This design comes from an exercise in tuning for small area and a short achievable clock period on the open sky130 flow, not from production work.
Function was checked by simulation only, so behaviour that the tests miss may differ from the original.

<file path="design/flow/run.sh">
#!/bin/bash
# synth_recipe.tcl (not shown) runs the flow's synth.tcl, then flattens the netlist and writes it again
# the make line also repeats each setting of config.mk as NAME=value (left out here)
make -C /OpenROAD-flow-scripts/flow DESIGN_CONFIG=/design/flow/config.mk WORK_HOME=/design/flow/orfs CLKGATE_MAP_FILE= SYNTH_SCRIPT=/design/flow/synth_recipe.tcl finish
</file>
<file path="design/flow/config.mk">
export PLATFORM = sky130hd
export DESIGN_NAME = BU2_NWC
export DESIGN_NICKNAME = BU2_NWC
export VERILOG_FILES = /design/flow/design.v
export SDC_FILE = /design/flow/constraint.sdc
export NUM_CORES = 4
export LEC_CHECK = 0
export CAP_MARGIN = 20
export CORE_MARGIN = 2
export CORE_UTILIZATION = 40
export SLEW_MARGIN = 20
</file>
<file path="design/flow/constraint.sdc">
create_clock -name core_clock -period 11.0 [get_ports {clk}]
set_input_delay 2.2000 -clock core_clock [delete_from_list [all_inputs] [get_ports {clk}]]
set_output_delay 2.2000 -clock core_clock [all_outputs]
set_load 0.01 [all_outputs]
</file>
<file path="design/flow/design.v">
`timescale 10ns / 1ps
module ModAdd(
	input [28-1:0] in_1,
	input [28-1:0] in_2,
	input [28-1:0] modulus,
	output logic [28-1:0] out
);
logic [28:0] ans;
logic [28:0] ans_tmp;
always_comb begin
	ans = in_1 + in_2;
	ans_tmp = ans - modulus;
	out = (ans >= modulus) ? ans_tmp : ans;
end
endmodule
module ModSub(
	input [28-1:0] in_1,
	input [28-1:0] in_2,
	input [28-1:0] modulus,
	output logic [28-1:0] out
);
logic signed [28:0] ans;
logic signed [28:0] ans_tmp;
always_comb begin
	ans = in_1 - in_2;
	ans_tmp = ans + modulus;
	out = (ans[28] == 1'b1) ? ans_tmp : ans;
end
endmodule
module Mul(                                       
   A_in,                                          
   B_in,                                          
   clk,                                           
   rst,                                         
   S_out                                          
);                                                
  parameter DATA_WIDTH = 28;        
  parameter DOUBLE_DATA_WIDTH = 2*DATA_WIDTH ;    
   input [DATA_WIDTH-1:0] A_in;                    
   input [DATA_WIDTH-1:0] B_in;                    
   input clk;                                      
   input rst;   
   output reg [DOUBLE_DATA_WIDTH-1:0] S_out;     
   wire [DOUBLE_DATA_WIDTH-1:0]S_wire;
    assign  S_wire = A_in * B_in;                   
    always@(posedge clk or posedge rst)begin      
        if(rst)begin   
	        S_out <= 'd0 ;    	                             
 	    end else begin                                      
          S_out <= S_wire;                   
 	    end                                             
    end       
endmodule
module barrett_reduction (
    S_in,
    modulus,
    clk,
    rst,
    result
);
    parameter DATA_WIDTH = 28;  
    parameter MODULUS_WIDTH = 28;
    parameter DOUBLE_DATA_WIDTH = 2 * DATA_WIDTH; 
    parameter alpha = MODULUS_WIDTH + 1; 
    parameter beta = -2;
    parameter RS_FRI = MODULUS_WIDTH + beta; 
    parameter RS_SEC = alpha - beta; 
    parameter pre_computing_width = 28*2; 
    parameter DATA_FRI_RS_WIDTH = DOUBLE_DATA_WIDTH - RS_FRI; 
    parameter DATA_MULT_PRE_WIDTH = DATA_FRI_RS_WIDTH + pre_computing_width; 
    parameter precompute  = 56'd858993454;
    input [DOUBLE_DATA_WIDTH-1:0] S_in;
    input [DATA_WIDTH-1:0] modulus;
    input clk;
    input rst;
    output logic [DATA_WIDTH-1:0] result;
    logic [DOUBLE_DATA_WIDTH-1:0] a_mul_b; 
    logic [DATA_FRI_RS_WIDTH-1:0] a_mul_b_RS; 
    logic [DATA_MULT_PRE_WIDTH-1:0] a_mul_b_RS_mul_precompute; 
    logic [DATA_WIDTH:0] Q;
    logic [DATA_WIDTH:0] QM;
    logic [DATA_WIDTH:0] C_Minus_QM;
    logic [DATA_WIDTH:0] C_Minus_QM_1;
    logic [DATA_WIDTH-1:0]C_Minus_QM_MUX;
    logic [DATA_WIDTH:0] af_pre_delay1;
    logic [DATA_WIDTH:0] S_in_delay1;
    logic [28-1:0] modulus_reg_delay1; 
    always_comb begin
        a_mul_b_RS = S_in >> RS_FRI;
        a_mul_b_RS_mul_precompute = a_mul_b_RS * precompute;
        Q = af_pre_delay1;
        QM = Q * modulus_reg_delay1;
        C_Minus_QM = S_in_delay1 - QM;
        C_Minus_QM_1 = C_Minus_QM - modulus_reg_delay1;
        C_Minus_QM_MUX   = ((C_Minus_QM_1[DATA_WIDTH] == 1'b1)) ? C_Minus_QM : C_Minus_QM_1; 
    end
    always_ff @( posedge clk or posedge rst ) begin
        if (rst) begin
            result <= 'd0;
            modulus_reg_delay1 <= 'd0;
            af_pre_delay1 <= 'd0;
            S_in_delay1 <= 'd0;
        end else begin
            result <= C_Minus_QM_MUX;
            modulus_reg_delay1 <= modulus;
            af_pre_delay1 <= a_mul_b_RS_mul_precompute >> RS_SEC;
            S_in_delay1 <= S_in[DATA_WIDTH:0];
        end
    end
endmodule
 module MulMod(                                                                                  
   A_in,                                                                                         
   B_in,                                                                                                                                                                               
   modulus,                                                                                                                                                                  
   clk,                                                                                          
   rst,                                                                                        
   result                                                                                        
 );                                                                                              
   parameter DOUBLE_DATA_WIDTH   = 2*(28);
   input [28-1:0] A_in;                                                                  
   input [28-1:0] B_in;                                                                  
   input [28-1:0] modulus;                                                                                                                                                                                                      
   input clk;                                                                                    
   input rst;                                                                                  
   output [28-1:0] result;                                                               
   wire [DOUBLE_DATA_WIDTH-1:0] S_wire;                                                                                                                                                                                                                  
	Mul M1(                                                                                       
		.A_in(A_in),                                                                                
		.B_in(B_in),                                                                                
		.clk(clk),                                                                                   
		.rst(rst),                                                                               
		.S_out(S_wire)                                                                                
	);                                                                                            
   barrett_reduction barrett_reduction(
      .S_in(S_wire),
      .modulus(modulus),
      .clk(clk),
      .rst(rst),
      .result(result)
    );                                                             
 endmodule  
module BU2_NWC (
    input [28-1:0] in1,
    input [28-1:0] in2,
    input [28-1:0] twiddle,
    input [28-1:0] modulus,
    input rst,
    input clk,
    output logic [28-1:0] BU_a,
    output logic [28-1:0] BU_b,
    output logic [28-1:0] twiddle_BU_out,
    output logic [28-1:0] modulus_BU_out
);
    logic [28-1:0] pip0_in1       [0:3];
    logic [28-1:0] pip0_modulus   [0:3];
    logic [28-1:0] pip0_twiddle   [0:3];
    logic [28-1:0] add_out;
    logic [28-1:0] sub_out;
    parameter DOUBLE_DATA_WIDTH   = 2*(28);
    logic [DOUBLE_DATA_WIDTH-1:0]S_wire;
    logic [28-1:0] barrett_result_in2;
    MulMod MulMod (
        .A_in       (in2),   
        .B_in       (twiddle),   
        .modulus    (modulus),
        .clk        (clk),    
        .rst        (rst),    
        .result     (barrett_result_in2) 
    );
    assign pip0_in1    [0] =  in1       ;
    assign pip0_modulus[0] = modulus    ;
    assign pip0_twiddle[0] = twiddle    ;
    integer i;
    always_ff @( posedge clk or posedge rst ) begin 
        if (rst) begin
            for (i = 0; i < 3 ; i = i + 1) begin
                pip0_in1    [i+1] <= 'd0;
                pip0_modulus[i+1] <= 'd0;
                pip0_twiddle[i+1] <= 'd0;
            end
        end else begin
            for (i = 0; i < 3 ; i = i + 1) begin
                pip0_in1    [i+1] <= pip0_in1    [i];
                pip0_modulus[i+1] <= pip0_modulus[i];
                pip0_twiddle[i+1] <= pip0_twiddle[i];
            end
        end
    end
    ModAdd add1(
        .in_1(pip0_in1[3]),
        .in_2(barrett_result_in2),
        .modulus(pip0_modulus[3]),
        .out(add_out)
    );
    ModSub sub1(
        .in_1(pip0_in1[3]),
        .in_2(barrett_result_in2),
        .modulus(pip0_modulus[3]),
        .out(sub_out)
    );
    always_ff @( posedge clk or posedge rst ) begin 
        if (rst) begin
            BU_a <= 'd0;
            BU_b <= 'd0;
            twiddle_BU_out <= 'd0;
            modulus_BU_out <= 'd0;
        end else begin
            BU_a <= add_out;
            BU_b <= sub_out;
            twiddle_BU_out <= pip0_twiddle[3];
            modulus_BU_out <= pip0_modulus[3];
        end
    end
endmodule
</file>
==> metrics.yaml <==
status: "finished clean"
clkTransAtPathRegs_ps: 60
synth.most_common_cell: "inv_1"
setup_violations: 0
dpl.cell_count: 10013
synth_area_mm2: 0.0737
via_per_inst: 4.88
grt_max_degree: 145
insertion_delay_ps: 710
cts_tree: "built"
fp.dieW_um: 433
root_buffer: "clkbuf_16"
seq_area_frac_synth: 0.172
ant_nets: 0
tightestPinTransition_ps: 1100
yosysTopAreaCell: "fa_1"
clockBufferDepth: 3
synthCells: 7441
hold_path.class: "reg2reg"
grt_pass1_vias: 55061
slew_viol_final: 0
fin_crit_ps: 10100
wl_per_cell_um: 19.2
nets: 9938
timing.fmax_ghz: 0.0990
syn-mean-instance-area_um2: 9.90
firstDrtPassIters: 5
drtIter0Drc: 2443
drc_errors: 0
reg2reg_slack_ps: 900
cts_hold_buf: 0
cap_violations: 0
fin_crit_sh: 0.918
synth_nets: 9767
grt_pass1_wl_mm: 312
synth_common_cells: "1830 x inv_1, 1395 x fa_1, 914 x nand2_1"
crit_path_max_fanout: 28
io_pins: 226
slowest_delay_ps: 810
endpoint_kind: "register"
hold_violations: 0
grt.overflow.total: 0
cp_data_required_time_ps: 11570
synth.area.top_cells: "fa_1 38%, dfrtp_1 17%, ha_1 14%"
drive_gt1_frac: 0.0436
numCtsBuffers: 60
slew_headroom: 0.260
ys_async_sr_fraction: 1.00
cts_resized: 0
crit_type: "reg2reg"
antenna_found_initial: 9
synthDistinctLibCells: 87
vias: 49415
rsz0062_at_grt: "false"
yosysTopAreaCellShare: 0.379
area_growth_pct: 10.3
finalWeightedCongestion: 0.922
rows: 157
tns_ps: 0
io_buffer_count: 225
die_area_mm2: 0.188
routed_wl_mm: 195
postCtsSetupBuffers: 0
yosysWarningCount: 11
start_kind: "register"
dp_hpwl_mm: 165
skew_ps: 42.2
path_common_cell: "fa_1"
cts_sinks: 506
ys_ff_latch: 506
htree_levels: 2
instances_no_fill: 10131
start_util: 0.402
track_usage: 0.216
dieHeight_um: 433
core_mm2: 0.183
synth_edf_count: 0
synthFlopType: "dfrtp_1"
cp_slowest_cell: "dfrtp_1"
crit_arrival_ps: 10670
## critical path: cells and delay by family (launching register included)
| family | cells | cell delay, ps |
|---|---|---|
| flip-flops | 1 | 810 |
| AO/OA/AOI/OAI | 11 | 2530 |
| adder cells (fa/ha/maj) | 10 | 4140 |
| AND/OR/NAND/NOR | 3 | 360 |
| XOR/XNOR | 3 | 830 |
| buffers and inverters | 7 | 820 |
| multiplexers | 1 | 380 |
## flip-flops by register name (all words and copies together), names as in the netlist, 29 cells and up
register	flops
pip0_in1	84
pip0_twiddle	84
MulMod.M1.S_out	56
pip0_modulus	56
MulMod.barrett_reduction.S_in_delay1	29
MulMod.barrett_reduction.af_pre_delay1	29
## routing by layer
| layer | up-vias | share of wire | track usage |
|---|---|---|---|
| met1 | 25420 | 0.42 | 0.274 |
| met2 | 1179 | 0.51 | 0.382 |
| met4 | 0 | 0.036 | 0.0739 |
| met3 | 283 | 0.040 | 0.0207 |
| met5 | - | 0 | 0 |
| li1 | 22533 | - | - |
## cells in the final DEF, fill, tap and decap left out, drive strengths merged, types with 8 or more instances in the layout
cell type	count
a211o	9
a211oi	15
a21o	99
a21oi	198
a31oi	18
and2	414
and3	18
buf	154
clkbuf	76
clkdlybuf4s50	225
clkinv	16
clkinvlp	9
dfrtp	506
fa	1395
ha	817
inv	1836
mux2	44
nand2	914
nand2b	33
nand3	41
nand4	19
nor2	133
nor2b	23
nor3	33
nor4	11
o21a	49
o21ai	110
o21bai	35
o22ai	8
o31ai	9
or2	8
or3	9
xnor2	214
xor2	81
## cell type report
| class | count | area [µm²] |
|---|---|---|
| diodes | 4 | 10.0 |
| clock buffers | 76 | 1650 |
| clock inverters | 37 | 452 |
| fillers | 17591 | 102000 |
| inverters | 1830 | 6870 |
| multi-input cells | 4835 | 53100 |
| flip-flops and latches | 506 | 12700 |
| well taps | 2464 | 3080 |
| repair buffers | 379 | 3480 |
## kinds of logic after synthesis
family | share of synthesized area
DFF | 0.172
adders and majority gates | 0.518
and+or+nand+nor | 0.105
muxes | 0.00797
AOI/OAI and AO/OA | 0.0539
buffers and inverters | 0.108
xor gates and xnor gates | 0.0353
## through the flow
stage               hold slack (ps)   util  instance area, µm²  setup slack (ps)
floorplan                       331      -               73700              1820
global placement                332  0.432               79200               405
detailed placement              335  0.432               79200               320
CTS                             343  0.444               81300               888
global route                    351  0.444               81300               501
finish                          338  0.444               81300               898
## final timing paths
| check | startpoint | end | cells after the start |
|---|---|---|---|
| setup / recovery | MulMod.barrett_reduction.modulus_reg_delay1[1] | MulMod.barrett_reduction.result[27] | 35 |
| hold / removal | pip0_twiddle[2][15] | pip0_twiddle[3][15] | 0 |
| setup reg to reg | MulMod.barrett_reduction.modulus_reg_delay1[1] | MulMod.barrett_reduction.result[27] | 35 |
| hold reg to reg | pip0_twiddle[2][15] | pip0_twiddle[3][15] | 0 |
| max in group asynchronous | rst | pip0_in1[2][7] | 5 |
| min in group asynchronous | rst | modulus_BU_out[1] | 2 |

==> separate check: timing with driven ports <==
In the flow no input, the clock included, has a driving cell. The finished layout below was timed again as built, in two steps. Step 1 sets driving cells, clkbuf_16 on the clock port and buf_2 on the other inputs (assumed; they add their load-dependent delay and slew). Step 2 adds t to the input delays and takes it off the output delays; t is the mean of the earliest and latest rising clock arrival at the registers after step 1. Input paths then give back, and output paths get back, about the clock's delay inside the block. Slacks: ideal / step 1 / step 2; pairs: ideal / step 1.
t (ns): 0.774
slack for setup (ns): 0.898 / 0.898 / 0.287
hold WS [ns]: 0.338 / 0.338 / 0.338
pins driven straight from the clock port: 1
After both steps setup and hold are still met in this run. The setup slack of this run moves by 0.000 ns with the drivers and by -0.611 ns with both steps.
